This is an optimization exercise on Yosys and OpenROAD, whose aim is small area and a short achievable clock period, not a production implementation.
RTL that was checked went through simulation tests only; none was proved equivalent to the original.
The RTL of run 2 was laid out without a check of its function.
Power figures rest on the tool's default switching activity, not on a simulated workload.

`flow/config.mk`:
```
export PLATFORM = sky130hd
export DESIGN_NAME = SingleCycleMIPS
export DESIGN_NICKNAME = SingleCycleMIPS
export VERILOG_FILES = /design/flow/design.v
export SDC_FILE = /design/flow/constraint.sdc
export NUM_CORES = 8
export LEC_CHECK = 0
export CAP_MARGIN = 20
export CORE_MARGIN = 2
export CORE_UTILIZATION = 25
export SLEW_MARGIN = 20
```
`flow/constraint.sdc`:
```
create_clock -name core_clock -period 18.0 [get_ports {clk}]
set_input_delay 3.6000 -clock core_clock [delete_from_list [all_inputs] [get_ports {clk}]]
set_output_delay 3.6000 -clock core_clock [all_outputs]
set_load 0.01 [all_outputs]
```
`flow/design.v`:
```
module ALU(
    in1,
    in2,
    shamt,
    out,
    zero,
    mem_addr,
    alu_op,
    funct,
    jr
);
input signed  [31:0] in1, in2;
output  reg [31:0] out;
output  [6:0] mem_addr;
output   zero;
input   [4:0] shamt;
input   [1:0] alu_op;
wire  [3:0] alu_ctrl;
input   [5:0] funct;
output  jr;
wire    [4:0] temp[0:7];
wire    temp_ans;
assign temp[0] = in1[3:0]+in2[3:0];
assign temp[1] = in1[7:4]+in2[7:4]+{3'd0,temp[0][4]};
assign temp[2] = in1[11:8]+in2[11:8]+{3'd0,temp[1][4]};
assign temp[3] = in1[15:12]+in2[15:12]+{3'd0,temp[2][4]};
assign temp[4] = in1[19:16]+in2[19:16]+{3'd0,temp[3][4]};
assign temp[5] = in1[23:20]+in2[23:20]+{3'd0,temp[4][4]};
assign temp[6] = in1[27:24]+in2[27:24]+{3'd0,temp[5][4]};
assign temp[7] = in1[31:28]+in2[31:28]+{3'd0,temp[6][4]};
assign temp_ans = in1[8] ^ in2[8] ^ temp[1][4];
assign mem_addr = {temp_ans, temp[1][3:0], temp[0][3:2]};
assign alu_ctrl =   (alu_op==2'b00)? 4'b0010:
                    (alu_op==2'b01)? 4'b1111:
                    (alu_op==2'b10 & funct==6'b100000)? 4'b0010:
                    (alu_op==2'b10 & funct==6'b100100)? 4'b0000:
                    (alu_op==2'b10 & funct==6'b100101)? 4'b0001:
                    (alu_op==2'b10 & funct==6'b101010)? 4'b0111:
                    (alu_op==2'b10 & funct==6'b000000)? 4'b0011:
                    (alu_op==2'b10 & funct==6'b000010)? 4'b1000:
                    (alu_op==2'b10 & funct==6'b100010)? 4'b0110:
                    0;
always @(*) begin
    case(alu_ctrl)
        4'b0000: out = in1&in2;
        4'b0001: out = in1|in2;
        4'b0010: out = {temp[7][3:0],temp[6][3:0],temp[5][3:0],temp[4][3:0],temp[3][3:0],temp[2][3:0],temp[1][3:0],temp[0][3:0]};
        4'b0110: out = in1-in2;
        4'b0111: out = in1<in2;
        4'b1111: out = in1!=in2;
        4'b0011: out = in2 << shamt;
        4'b1000: out = in2 >>> shamt;
        default: out = 0;
    endcase
end
assign zero = (~out[0]);
assign jr = (alu_op==2'b10 & funct==6'b001000) ? 1 : 0;
endmodule
module CONTROL(
    opcode,
    regdst,
    jump,
    beq,
    bne,
    mem_read,
    mem_to_reg,
    alu_op,
    mem_write,
    alu_src,
    reg_write,
    mem_enable,
    jal
);
input wire  [5:0] opcode;
output wire regdst;
output wire jump;
output wire beq;
output wire bne;
output wire mem_read;
output wire mem_to_reg;
output wire [1:0] alu_op;
output wire mem_write;
output wire alu_src;
output wire reg_write;
output wire mem_enable;
output wire jal;
assign regdst = ~(opcode[3] | opcode[2] | opcode[1]);
assign jump = (~opcode[5] & opcode[1]);
assign beq = (opcode[2] & ~opcode[0]);
assign bne = (opcode[2] & opcode[0]);
assign mem_read = ~mem_to_reg;
assign mem_to_reg = (opcode[5] & ~opcode[3]);
assign alu_op[1] = regdst;
assign alu_op[0] = opcode[2];
assign mem_write = ~(opcode[5] & opcode[3]);
assign alu_src = (opcode[5] | opcode[3]);
assign reg_write = (~opcode[3] & opcode[1] & opcode[0] | ~(opcode[2] | opcode[1] | opcode[0]));
assign mem_enable = (~opcode[5]);
assign jal = (~opcode[5] & opcode[1] & opcode[0]);
endmodule
module REGISTER(
    clk,
    rst_n,
    reg_read,
    read_reg1,
    read_reg2,
    write_reg,
    ctrl_reg_w,
    write_data,
    read_data1,
    read_data2
);
input   clk, rst_n;
input   ctrl_reg_w;
input   reg_read;
input   [4:0] read_reg1, read_reg2, write_reg;
input   [31:0] write_data;
output  reg [31:0] read_data1, read_data2;
reg     [31:0] regs [0:31];
integer i;
always @(*) begin
    case (read_reg1)
        5'd0  : read_data1 = 31'b0;
        5'd1  : read_data1 = regs[1];
        5'd2  : read_data1 = regs[2];
        5'd3  : read_data1 = regs[3];
        5'd4  : read_data1 = regs[4];
        5'd5  : read_data1 = regs[5];
        5'd6  : read_data1 = regs[6];
        5'd7  : read_data1 = regs[7];
        5'd8  : read_data1 = regs[8];
        5'd9  : read_data1 = regs[9];
        5'd10 : read_data1 = regs[10];
        5'd11 : read_data1 = regs[11];
        5'd12 : read_data1 = regs[12];
        5'd13 : read_data1 = regs[13];
        5'd14 : read_data1 = regs[14];
        5'd15 : read_data1 = regs[15];
        5'd16 : read_data1 = regs[16];
        5'd17 : read_data1 = regs[17];
        5'd18 : read_data1 = regs[18];
        5'd19 : read_data1 = regs[19];
        5'd20 : read_data1 = regs[20];
        5'd21 : read_data1 = regs[21];
        5'd22 : read_data1 = regs[22];
        5'd23 : read_data1 = regs[23];
        5'd24 : read_data1 = regs[24];
        5'd25 : read_data1 = regs[25];
        5'd26 : read_data1 = regs[26];
        5'd27 : read_data1 = regs[27];
        5'd28 : read_data1 = regs[28];
        5'd29 : read_data1 = regs[29];
        5'd30 : read_data1 = regs[30];
        5'd31 : read_data1 = regs[31];
    endcase
    case (read_reg2)
        5'd0  : read_data2 = 31'b0;
        5'd1  : read_data2 = regs[1];
        5'd2  : read_data2 = regs[2];
        5'd3  : read_data2 = regs[3];
        5'd4  : read_data2 = regs[4];
        5'd5  : read_data2 = regs[5];
        5'd6  : read_data2 = regs[6];
        5'd7  : read_data2 = regs[7];
        5'd8  : read_data2 = regs[8];
        5'd9  : read_data2 = regs[9];
        5'd10 : read_data2 = regs[10];
        5'd11 : read_data2 = regs[11];
        5'd12 : read_data2 = regs[12];
        5'd13 : read_data2 = regs[13];
        5'd14 : read_data2 = regs[14];
        5'd15 : read_data2 = regs[15];
        5'd16 : read_data2 = regs[16];
        5'd17 : read_data2 = regs[17];
        5'd18 : read_data2 = regs[18];
        5'd19 : read_data2 = regs[19];
        5'd20 : read_data2 = regs[20];
        5'd21 : read_data2 = regs[21];
        5'd22 : read_data2 = regs[22];
        5'd23 : read_data2 = regs[23];
        5'd24 : read_data2 = regs[24];
        5'd25 : read_data2 = regs[25];
        5'd26 : read_data2 = regs[26];
        5'd27 : read_data2 = regs[27];
        5'd28 : read_data2 = regs[28];
        5'd29 : read_data2 = regs[29];
        5'd30 : read_data2 = regs[30];
        5'd31 : read_data2 = regs[31];
    endcase
end
always@(posedge clk) begin
	if (~rst_n) begin
        for (i=0; i<32; i=i+1) begin
            regs[i] <= 0;
        end
    end
    else if (ctrl_reg_w==1'b1) begin
        regs[write_reg] <= write_data;
    end
end
endmodule
module PC(
    clk,
    rst_n,
    in,
    out
);
input   clk, rst_n;
input   [29:0] in;
output  reg [29:0] out;
always@(posedge clk)begin
    if (rst_n==0) begin
        out <= 0;
    end
    else begin
        out <= in;
    end
end
endmodule
module SingleCycleMIPS( 
    clk,
    rst_n,
    IR_addr,
    IR,
    ReadDataMem,
    CEN,
    WEN,
    A,
    Data2Mem,
    OEN
);
    input         clk, rst_n;
    input  [31:0] IR;
    output [31:0] IR_addr;
    input  [31:0] ReadDataMem;  
    output        CEN;  
    output        WEN;  
    output [6:0] A;
    output [31:0] Data2Mem;  
    output        OEN;  
    wire w_regdst, w_jump, w_beq, w_bne, w_mem_r, w_mem2reg, w_jr;
    wire w_mem_w, w_alusrc, w_reg_w, w_mem_en, w_zero, w_jal;
    wire [1:0] w_aluop;
    wire [4:0] w_write_reg;
    wire [6:0] w_A;
    wire [29:0] w_pc_in, w_pc_out, w_pc_add4, w_pc_branch, w_pc_jump;
    wire [31:0] w_rd1, w_rd2, w_alu, w_se, w_alu_result, w_jal_wr;
REGISTER register(
    .clk(clk),
    .rst_n(rst_n),
    .reg_read(w_jump),
    .read_reg1(IR[25:21]),
    .read_reg2(IR[20:16]),
    .write_reg(w_write_reg),
    .ctrl_reg_w(w_reg_w),
    .write_data(w_jal_wr),
    .read_data1(w_rd1),
    .read_data2(w_rd2)
);
CONTROL control(
    .opcode(IR[31:26]),
    .regdst(w_regdst),
    .jump(w_jump),
    .beq(w_beq),
    .bne(w_bne),
    .mem_read(w_mem_r),
    .mem_to_reg(w_mem2reg),
    .alu_op(w_aluop),
    .mem_write(w_mem_w),
    .alu_src(w_alusrc),
    .reg_write(w_reg_w),
    .mem_enable(w_mem_en),
    .jal(w_jal)
);
ALU alu(
    .in1(w_rd1),
    .in2(w_alu),
    .shamt(IR[10:6]),
    .out(w_alu_result),
    .zero(w_zero),
    .mem_addr(A),
    .alu_op(w_aluop),
    .funct(IR[5:0]),
    .jr(w_jr)
);
PC pc(
    .clk(clk),
    .rst_n(rst_n),
    .in(w_pc_in),
    .out(w_pc_out)
);
assign w_pc_add4 = w_pc_out + 1;
assign w_se = { {16{IR[15]}},IR[15:0] };
assign w_pc_branch = w_pc_add4 + w_se[29:0];
assign w_pc_jump = {w_pc_add4[29:26], IR[25:0]};
assign w_write_reg = (w_jal) ? 5'd31 : ((w_regdst) ? IR[15:11] : IR[20:16]);
assign w_alu = (w_alusrc) ? w_se : w_rd2;
assign w_pc_in =    (w_jr) ? w_rd1 :
                    (w_jump) ? w_pc_jump :
                    (w_beq && w_zero) || (w_bne && ~w_zero) ? w_pc_branch :
                    w_pc_add4;
assign w_jal_wr = (w_jal) ? w_pc_add4 : ((w_mem2reg) ? ReadDataMem : w_alu_result);
assign IR_addr = {w_pc_out, 2'b00};
assign CEN = w_mem_en;
assign OEN = w_mem_r;
assign WEN = w_mem_w;
assign Data2Mem = w_rd2;
endmodule
```
`flow/run.sh`:
```
#!/bin/bash
# synth_recipe.tcl (not shown) runs the flow's synth.tcl, then flattens the netlist and writes it again
# the make line also repeats each setting of config.mk as NAME=value (left out here)
make -C /OpenROAD-flow-scripts/flow DESIGN_CONFIG=/design/flow/config.mk WORK_HOME=/design/flow/orfs CLKGATE_MAP_FILE= SYNTH_SCRIPT=/design/flow/synth_recipe.tcl finish
```
==> notes.md, run 1 <==
RSZ-0062 raised after global routing=false; Total Nets Final=roughly 6.4k; FF-to-FF Start=register.regs[10][2]$_SDFFCE_PN0P_; Setup CP Type=in -> reg; Sink Count=about 1.0k; area grow syn2layout=17.1%; Critical Path Sink Type=register; full die area=roughly 250,000 um2; Arrival @ worst endpoint=approximately 17 ns; Yosys warnings=3; GRT overflow=0; GRT Util Overall=0.316; R2R Setup Slk=4.93 ns; Synth top area share=0.486; hold path endpoint=pc.out[29]$_SDFF_PN0_; Post-DRT Antenna Nets=0; total design power=roughly 6700 uW; Max-slew headroom=0.169; Async S/R FF share, synth=0; Synth area leader=edfxtp_1; register area share after synthesis=0.496; commonest non-fill, non-tap cell in the layout=nor2_1; most numerous cell on the critical path=fa_1; Root Buffer=clkbuf_16; Initial Util=0.252; Vias=~67k; number of enable flip-flop cells after synthesis=approximately 990; Syn Std Cell Area=slightly above 60,000 um2; Syn Area/Cell=10.0 um2; post-synthesis cell count=a little over 6k; I/O Buffers=around 140; HP Start=pc.out[27]$_SDFF_PN0_; met2 WL=about 150,000 um; DP HPWL=268,000 um; std cell rows=181; Tmin final=between 15 and 20 ns; CTS tree=yes; worst-margin pin slew=around 1.2 ns; Fillers=25.2k; Final Hold Fails=0; Worst Hold Class=reg -> reg; I/O pin count=140; DRC errors left=0; Die Y=between 400 and 500 um; drt first pass iters=14; vias in the first global route=just under 60k; top post-synthesis cells by area=edfxtp_1, nor2_1, and3_1, a22oi_1, clkbuf_1; cell count after placement=approximately 9.3k; met3 WL=around 81,000 um; Max Root-Sink Buffers=3; PwrDens=94.0 nW/um2; routed wire length=roughly 420,000 um; Slowest cell on crit path=nor2_2; vias per cell=between 7 and 8; initial antenna violation count=59; cts repair resizes=0; clk latency of the worst-skew pair=around 0.84 ns; Worst Setup Start Kind=input pin; pin count of the biggest net entering global routing=82; maximum vdd drop=approximately 0.0001 V; global-route wire length before repair=roughly 540,000 um; worst r2r dst=register.regs[15][31]$_SDFFCE_PN0P_; period utilisation layout=0.922; Synth Register Bits=around 1.0k; highest routed layer=met5; clock skew=roughly 0.11 ns; Placer Congestion=1.09; WP data required=between 15 and 20 ns; FF-to-FF path depth=48; number of library cell types mapped by synthesis=101; max-cap violation count=0; Slew Limit Fails=0; top_reg_cell synth=edfxtp_1; hold_buf cts=0; Clock Pin Slew Worst Setup and Hold Paths=around 0.070 ns; Lkg Pwr=about 0.027 uW; fmax=between 0.06 and 0.07 GHz; Post-CTS Setup Bufs=0; M1 WL=roughly 140,000 um; final setup fails=0; CTS buffer count=around 110; DR WL/cell=between 40 and 50 um; CORE AREA=243,000 um2; Chip Width=roughly 500 um; Cell Count, Final, Fillers Out=roughly 9.5k; initial DRC count=17.3k; share of cells above drive strength 1=0.137; worst-path fanout max=31; Worst Hold Depth=4; CP peak stage delay=0.98 ns; Setup TNS Final=0 ns; commonest non-fill, non-tap cells in the layout=nor2_1, edfxtp_1, and3_1; status=timing/DRC/antenna clean; H-tree depth=3
==> worst max-delay path: cells and delay by family <==
family | cells | cell delay, ns
mux | 1 | 0.13
simple gates | 5 | 2.19
compound gates | 21 | 3.38
fa+ha+maj | 13 | 5.71
xor+xnor | 1 | 0.14
buf+inv | 8 | 1.84
==> report_power, final <==
| part | switching [uW] | internal (uW) | total [uW] |
|---|---|---|---|
| combinational | 1170 | 437 | 1610 |
| clock | 1090 | 1260 | 2350 |
| sequential | 79.5 | 2700 | 2780 |
==> area by class of cell <==
class	instances	area, um2	share of cell area
multi-input combinational	4384	28800	0.402
antenna	79	198	0.00276
inverter	129	484	0.00675
timing repair buffer	514	4280	0.0597
clock buffer	129	2800	0.0391
sequential	1022	30400	0.424
clock inverter	68	736	0.0103
tap	3202	4010	0.0559
==> cells in the mapped netlist (25+ instances only) <==
| master | count |
|---|---|
| and3_1 | 485 |
| a22oi_1 | 328 |
| o22ai_1 | 33 |
| mux4_2 | 45 |
| a222oi_1 | 39 |
| ha_1 | 126 |
| o31ai_1 | 25 |
| nand2_1 | 220 |
| buf_1 | 29 |
| or4_1 | 35 |
| a221oi_1 | 132 |
| a2111oi_0 | 137 |
| inv_1 | 124 |
| nor3_1 | 82 |
| a21oi_1 | 147 |
| a22o_1 | 83 |
| nand4_1 | 114 |
| buf_2 | 59 |
| mux2i_1 | 68 |
| or3_1 | 27 |
| xor2_1 | 29 |
| nor4_1 | 31 |
| o221ai_1 | 41 |
| dfxtp_1 | 30 |
| o211ai_1 | 29 |
| a21o_1 | 32 |
| edfxtp_1 | 992 |
| xnor2_1 | 66 |
| nand3_1 | 225 |
| nor2_1 | 1222 |
| o21ai_0 | 105 |
| nand3b_1 | 43 |
| clkbuf_1 | 482 |
| a31oi_1 | 26 |
| mux2_2 | 33 |
==> cell families (layout without fill, tap and decap cells) <==
logic type / Yosys count / count (layout) / share of synthesized area
AO/OA/AOI/OAI: 1366 / 1366 / 0.171
XOR/XNOR: 95 / 95 / 0.0136
adder cells (fa/ha/maj): 143 / 143 / 0.0313
buffers and inverters: 716 / 840 / 0.0462
flip-flops: 1022 / 1022 / 0.496
multiplexers: 148 / 148 / 0.0342
other: 1 / 81 / 0.0000612
AND/OR/NAND/NOR: 2630 / 2630 / 0.208
==> registers in the layout, indices dropped and copies added (netlist names) <==
signal / flops
pc.out: 30
register.regs: 992
==> through the flow <==
stage	hold slack (ns)	setup WS, ns	utilization	area (um2)
2_1_floorplan	0.662	3.10	-	61300
3_3_place_gp	0.719	0.754	0.279	67900
3_5_place_dp	0.735	0.830	0.279	67900
4_1_cts	0.748	1.60	0.294	71500
5_1_grt	0.796	0.970	0.294	71500
6_report	0.763	1.40	0.295	71700
==> layer usage <==
metal | track usage | vias up
met5 | 0.0243 | -
met3 | 0.190 | 2586
met1 | 0.378 | 32311
met2 | 0.405 | 8295
li1 | - | 23566
met4 | 0.236 | 41
==> worst max-delay path by stage <==
stage               startpoint                             endpoint  slack, ns  depth (start not counted)
global placement        IR[20]  register.regs[17][31]$_SDFFCE_PN0P_       0.75                         51
floorplan               IR[18]   register.regs[8][29]$_SDFFCE_PN0P_       3.10                         49
finish                  IR[18]  register.regs[15][31]$_SDFFCE_PN0P_       1.40                         49
CTS                     IR[20]   register.regs[9][31]$_SDFFCE_PN0P_       1.60                         51
detailed placement      IR[20]  register.regs[29][31]$_SDFFCE_PN0P_       0.83                         51
global route            IR[25]  register.regs[30][31]$_SDFFCE_PN0P_       0.97                         51
==> inputs of run 2 (changes only) <==
==> flow/design.v (replaced) <==
module c_ao22(input a1, a2, b1, b2, output y);
    assign y = (a1 & a2) | (b1 & b2);
endmodule
module c_aoi222(input a1, a2, b1, b2, c1, c2, output y);
    assign y = ~((a1 & a2) | (b1 & b2) | (c1 & c2));
endmodule
module c_nand2(input a, b, output y);
    assign y = ~(a & b);
endmodule
module c_nand4(input a, b, c, d, output y);
    assign y = ~(a & b & c & d);
endmodule
module c_nand3(input a, b, c, output y);
    assign y = ~(a & b & c);
endmodule
module c_or3(input a, b, c, output y);
    assign y = a | b | c;
endmodule
module rf_rdbit(input [31:1] s, input [31:1] d, output y);
    wire [10:0] t;
    wire [2:0]  o;
    genvar k;
    generate for (k = 0; k < 10; k = k + 1) begin : g
        c_aoi222 u(.a1(s[3*k+1]), .a2(d[3*k+1]), .b1(s[3*k+2]), .b2(d[3*k+2]),
                   .c1(s[3*k+3]), .c2(d[3*k+3]), .y(t[k]));
    end endgenerate
    c_nand2 u10(.a(s[31]), .b(d[31]), .y(t[10]));
    c_nand4 n0(.a(t[0]), .b(t[1]), .c(t[2]), .d(t[3]), .y(o[0]));
    c_nand4 n1(.a(t[4]), .b(t[5]), .c(t[6]), .d(t[7]), .y(o[1]));
    c_nand3 n2(.a(t[8]), .b(t[9]), .c(t[10]), .y(o[2]));
    c_or3   r (.a(o[0]), .b(o[1]), .c(o[2]), .y(y));
endmodule
module SingleCycleMIPS(
    clk,
    rst_n,
    IR_addr,
    IR,
    ReadDataMem,
    CEN,
    WEN,
    A,
    Data2Mem,
    OEN
);
    input         clk, rst_n;
    input  [31:0] IR;
    output [31:0] IR_addr;
    input  [31:0] ReadDataMem;
    output        CEN;
    output        WEN;
    output [6:0]  A;
    output [31:0] Data2Mem;
    output        OEN;
    wire [5:0]  op     = IR[31:26];
    wire [4:0]  rs     = IR[25:21];
    wire [4:0]  rt     = IR[20:16];
    wire [4:0]  rd     = IR[15:11];
    wire [4:0]  shamt  = IR[10:6];
    wire [5:0]  funct  = IR[5:0];
    wire [31:0] se     = {{16{IR[15]}}, IR[15:0]};
    wire rtype  = ~(op[5] | op[3] | op[2] | op[1]);
    wire is_mem = op[5];                  
    wire is_sw  = op[5] & op[3];
    wire is_lw  = op[5] & ~op[3];
    wire is_br  = ~op[5] & op[2];         
    wire is_jmp = ~op[5] & op[1];         
    wire is_jal = is_jmp & op[0];
    wire use_imm = op[5] | op[3];         
    wire f_shift = ~funct[5] & ~funct[3];           
    wire f_jr    = rtype & ~funct[5] & funct[3];
    wire f_sll   = ~funct[1];
    wire f_slt   = funct[5] & funct[3];
    wire f_logic = funct[5] & ~funct[3] & funct[2];  
    wire f_sub   = funct[5] & funct[1];             
    wire reg_we  = rtype | is_lw | (op[3] & ~op[5]) | is_jal;
    wire [4:0] wa = is_jal ? 5'd31 : (rtype ? rd : rt);
    reg  [31:0] r [1:31];
    reg  [31:1] v;
    wire [31:0] wd;
    wire [31:0] rd1, rd2;
    wire [31:1] s1, s2, we;
    genvar i, j;
    generate for (i = 1; i < 32; i = i + 1) begin : g_sel
        assign s1[i] = (rs == i) & v[i];
        assign s2[i] = (rt == i) & v[i];
        assign we[i] = reg_we & (wa == i);
        always @(posedge clk)
            if (~rst_n)     v[i] <= 1'b0;
            else if (we[i]) v[i] <= 1'b1;
    end endgenerate
    generate for (j = 0; j < 32; j = j + 1) begin : g_bit
        wire [31:1] col;
        for (i = 1; i < 32; i = i + 1) begin : g_w
            wire dn;
            assign col[i] = r[i][j];
            c_ao22 h(.a1(we[i]), .a2(wd[j]), .b1(~we[i]), .b2(r[i][j]), .y(dn));
            always @(posedge clk) r[i][j] <= dn;
        end
        rf_rdbit p1(.s(s1), .d(col), .y(rd1[j]));
        rf_rdbit p2(.s(s2), .d(col), .y(rd2[j]));
    end endgenerate
    wire        sub   = rtype & f_sub;
    wire [31:0] b     = use_imm ? se : rd2;
    wire [31:0] bx    = b ^ {32{sub}};
    wire [32:0] sum   = {1'b0, rd1} + {1'b0, bx} + {32'd0, sub};
    wire        lt    = (rd1[31] ^ rd2[31]) ? rd1[31] : sum[31];
    wire        eq    = (rd1 == rd2);
    wire [31:0] rt_rev;
    genvar gi;
    generate for (gi = 0; gi < 32; gi = gi + 1) begin : g_rev
        assign rt_rev[gi] = rd2[31-gi];
    end endgenerate
    wire [31:0] sh_in  = f_sll ? rt_rev : rd2;
    wire        fill   = ~f_sll & rd2[31];
    wire [63:0] sh_ext = {{32{fill}}, sh_in};
    wire [31:0] sh_out = sh_ext >> shamt;
    wire [31:0] sh_rev;
    generate for (gi = 0; gi < 32; gi = gi + 1) begin : g_rev2
        assign sh_rev[gi] = sh_out[31-gi];
    end endgenerate
    wire [31:0] and_r = rd1 & rd2;
    wire [31:0] or_r  = rd1 | rd2;
    wire s_add  = ~rtype | (funct[5] & ~funct[3] & ~funct[2]);   
    wire s_log_and = rtype & f_logic & ~funct[0];
    wire s_log_or  = rtype & f_logic &  funct[0];
    wire s_slt  = rtype & f_slt;
    wire s_sll  = rtype & f_shift & f_sll;
    wire s_srl  = rtype & f_shift & ~f_sll;
    wire [29:0] pc_add4;
    assign wd = is_jal ? {2'b00, pc_add4} :
                is_lw  ? ReadDataMem :
                ({32{s_add}} & sum[31:0]) |
                ({32{s_log_and}} & and_r) |
                ({32{s_log_or}} & or_r) |
                ({32{s_slt}} & {31'd0, lt}) |
                ({32{s_sll}} & sh_rev) |
                ({32{s_srl}} & sh_out);
    reg  [29:0] pc;
    assign pc_add4 = pc + 30'd1;
    wire [29:0] pc_br  = pc_add4 + se[29:0];
    wire        taken  = is_br & (eq ^ op[0]);
    wire [29:0] pc_nxt = f_jr   ? rd1[29:0] :
                         is_jmp ? {pc_add4[29:26], IR[25:0]} :
                         taken  ? pc_br : pc_add4;
    always @(posedge clk) begin
        if (~rst_n) pc <= 30'd0;
        else        pc <= pc_nxt;
    end
    assign IR_addr  = {pc, 2'b00};
    assign CEN      = ~is_mem;
    assign WEN      = ~is_sw;
    assign OEN      = ~is_lw;
    assign A        = sum[8:2];
    assign Data2Mem = rd2;
endmodule
--- a/flow/config.mk
+++ b/flow/config.mk
@@ -9,3 +9,4 @@
 export CORE_MARGIN = 2
-export CORE_UTILIZATION = 25
+export CORE_UTILIZATION = 50
 export SLEW_MARGIN = 20
+export SYNTH_HIERARCHICAL = 1
==> run 2 against run 1 <==
Synthesized cell count shrank 22%. Sequential share of layout area is 5.9 points lower. Synthesized area is 19% lower. First-iteration DRC count decreased by 36%. Utilization grew 29 points. Largest cell class is now multi-input gates. Wire length down 39%. Combinational power shrank 31%. Via count shrank 23%.
==> notes.md, run 2 <==
status=timing/DRC/antenna clean; full die area=~100,000 um2; largest register by flop count=r; worst-margin pin slew=~1.3 ns; Max-slew headroom=0.127; Internal=4890 uW; global-route wire length before repair=356,000 um; Comb power frac=0.159; FF+latch area=21,100 um2; total design power=approximately 7000 uW; sequential share of power=0.507; cts repair resizes=0; GRT Util Overall=0.479; top_reg_cell synth=dfxtp_1; DRC errors left=0; Fillers=between 8k and 9k; Synth top area share=0.426; Total Nets Final=5,263; Syn Area/Cell=around 10 um2; max-cap violation count=0; max reg flops=between 900 and 1k; drt first pass iters=15; commonest non-fill, non-tap cells in the layout=dfxtp_1, a22o_1, a222oi_1; H-tree depth=3; Post-DRT Antenna Nets=0; register area share after synthesis=0.426; Clock Power Share=0.334; CTS buffer count=between 100 and 150; Synth Register Bits=around 1.1k; Vias=51.5k; Worst Setup Start Kind=input pin; hold_buf cts=0; FF-to-FF path depth=16; Syn Std Cell Area=approximately 49,000 um2; Worst Hold Depth=2; final setup fails=0; DP HPWL=~160,000 um; clock skew=approximately 0.08 ns; vias per cell=roughly 8; RSZ-0062 raised after global routing=false; I/O pin count=between 100 and 150; routed wire length=between 200,000 and 300,000 um; CORE AREA=approximately 98,000 um2; initial antenna violation count=32; most frequent cell after synthesis=dfxtp_1; area grow syn2layout=16.8%; Post-CTS Setup Bufs=0; PwrDens=approximately 120 nW/um2; Chip Width=~320 um; Clock Pin Slew Worst Setup and Hold Paths=~0.07 ns; Post-Layout Inst Area=between 50,000 and 60,000 um2; CTS tree=yes; Setup TNS Final=0 ns; Max Root-Sink Buffers=3; Initial Util=0.503; Tmin final=between 10 and 15 ns; Async S/R FF share, synth=0; top post-synthesis cells by area=dfxtp_1, a22o_1, a222oi_1, ha_1, nand4_1; Lkg Pwr=roughly 0.023 uW; share of cells above drive strength 1=0.109; Die Y=around 320 um; Arrival @ worst endpoint=~10 ns; period utilisation layout=0.778; Sink Count=approximately 1.1k; DR WL/cell=39.3 um; Yosys warnings=9; Placer Congestion=between 1 and 1.5; GRT overflow=0; Final Hold Fails=0; post-synthesis cell count=between 4k and 5k; DP Area=54,000 um2; Net Sw Frac=0.298; commonest non-fill, non-tap cell in the layout=dfxtp_1; I/O Buffers=136; Critical Path Sink Type=output port; WP data required=between 10 and 15 ns; Root Buffer=clkbuf_16; number of enable flip-flop cells after synthesis=0; clk latency of the worst-skew pair=between 0.7 and 0.8 ns; vias in the first global route=roughly 47k; std cell rows=115; fmax=approximately 0.07 GHz; Slew Limit Fails=0; Synth area leader=dfxtp_1; worst-path fanout max=32; number of library cell types mapped by synthesis=85; synth cell count leaders=dfxtp_1, a22o_1, a222oi_1; Setup CP Type=in -> out; maximum vdd drop=approximately 0.00010 V; net switching power=roughly 2100 uW; Worst Hold Class=reg -> reg; Top Registers=r: 992 flops, v: 31 flops, pc: 30 flops; Multi-input gate area=between 20,000 and 30,000 um2; initial DRC count=11.1k; pin count of the biggest net entering global routing=59
## run 2: cell count changes after synthesis, sizes merged, moves of 397 or more
| cell | previous run | this run |
|---|---|---|
| dfxtp | 30 | 1053 |
| nor2 | 1223 | 215 |
| edfxtp | 992 | 0 |
| a22o | 83 | 992 |
| a222oi | 39 | 640 |
| and3 | 485 | 75 |
| clkbuf | 482 | 85 |
## run 2: per-module statistics from Yosys, one instance, submodules excluded, a selection
module / flip-flops and latches / cells inside
SingleCycleMIPS: 1053 / 2796
c_aoi222: 0 / 1
c_ao22: 0 / 1
c_nand4: 0 / 1
c_or3: 0 / 1
c_nand3: 0 / 1
c_nand2: 0 / 1
## run 2: path summary, 6_finish.rpt
kind | startpoint | endpoint | slack (ns)
min reg2reg | v[20]$_SDFFE_PN0P_ | v[20]$_SDFFE_PN0P_ | 0.49
min | v[20]$_SDFFE_PN0P_ | v[20]$_SDFFE_PN0P_ | 0.49
max | IR[19] | A[6] | 4.00
max reg2reg | v[1]$_SDFFE_PN0P_ | r[5][17]$_DFF_P_ | 10.51
## run 2: cell type report
cell class / count / area share
inverters: 130 / 0.00847
multi-input cells: 3452 / 0.486
repair buffers: 321 / 0.0491
clock inverters: 39 / 0.00888
diodes: 15 / 0.000650
flip-flops and latches: 1053 / 0.365
well taps: 1287 / 0.0279
clock buffers: 160 / 0.0543
## run 2: critical path, stage by stage
cell             delay, ns
clkdlybuf4s50_1       0.79
nor2b_1               0.67
and3_2                1.13
a222oi_1              0.16
nand4_1               0.38
or3_1                 0.41
mux2i_1               0.15
xnor2_1               0.16
ha_1                  0.37
nor2b_1               0.18
o31a_1                0.30
or2_2                 0.33
a21oi_1               0.23
nor2b_1               0.07
o21ai_0               0.17
nand2b_1              0.09
xnor2_1               0.55
inv_1                 0.11
clkdlybuf4s50_1       0.50
## run 2: per-stage QoR
step           hold slack, ns  instances  utilization  setup WS [ns]
2_1_floorplan           0.446       4749            -           6.84
3_3_place_gp            0.456       6236        0.549           4.44
3_5_place_dp            0.469       6241        0.550           4.37
4_1_cts                 0.482       6440        0.587           4.36
5_1_grt                 0.507       6443        0.587           3.96
6_report                0.488       6457        0.588           4.00
## run 2: kinds of logic (layout without fill, tap and decap cells)
| group | Yosys count | in the layout | synth area share |
|---|---|---|---|
| adders and majority gates | 130 | 130 | 0.0332 |
| xor gates and xnor gates | 102 | 102 | 0.0181 |
| muxes | 114 | 114 | 0.0341 |
| DFF | 1053 | 1053 | 0.426 |
| AOI/OAI and AO/OA | 2141 | 2141 | 0.372 |
| buffers and inverters | 244 | 650 | 0.0197 |
| other | 1 | 17 | 0.0000758 |
| and+or+nand+nor | 963 | 963 | 0.0971 |
## run 2: per-layer routing
layer  routed length (um)  GRT usage
met2               101000      0.671
met5                  167    0.00331
met1                91200      0.602
met4                21100      0.342
met3                40100      0.179
## run 2: power groups by stage
stage	Combinational (uW)	Clock, uW	Sequential, uW
2_1_floorplan	767	0	3410
3_3_place_gp	1040	0	3520
3_5_place_dp	1070	0	3530
4_1_cts	1080	2330	3500
5_1_grt	1180	2420	3600
6_report	1110	2330	3530

## afterwards: timing with drivers on the ports
The results above use ideal ports. As a check the final layouts listed here were re-extracted and re-timed, cells and wires unchanged. Step 1, drivers: a clkbuf_16 drives clk and a buf_2 each remaining input, both assumed. Step 2, shift: input delay + t, output delay - t, t = (earliest + latest rising clock arrival at the registers) / 2. This alone moves slack from input paths to output paths. Slacks: no drivers / after step 1 / after step 2; pairs: no drivers / after step 1.
run	t (ns)	setup slack, ns	clock arrival spread, ns	worst data-port slew with drivers (ns)
run 1	0.878	1.397 / 1.376 / 0.498	0.113 / 0.114	0.14
run 2	0.791	4.004 / 3.926 / 3.926	0.082 / 0.082	0.13
After both steps setup and hold are still met in every run listed. For run 1, which loses most, drivers alone change the setup slack by -0.021 ns; drivers and shift together by -0.899 ns.
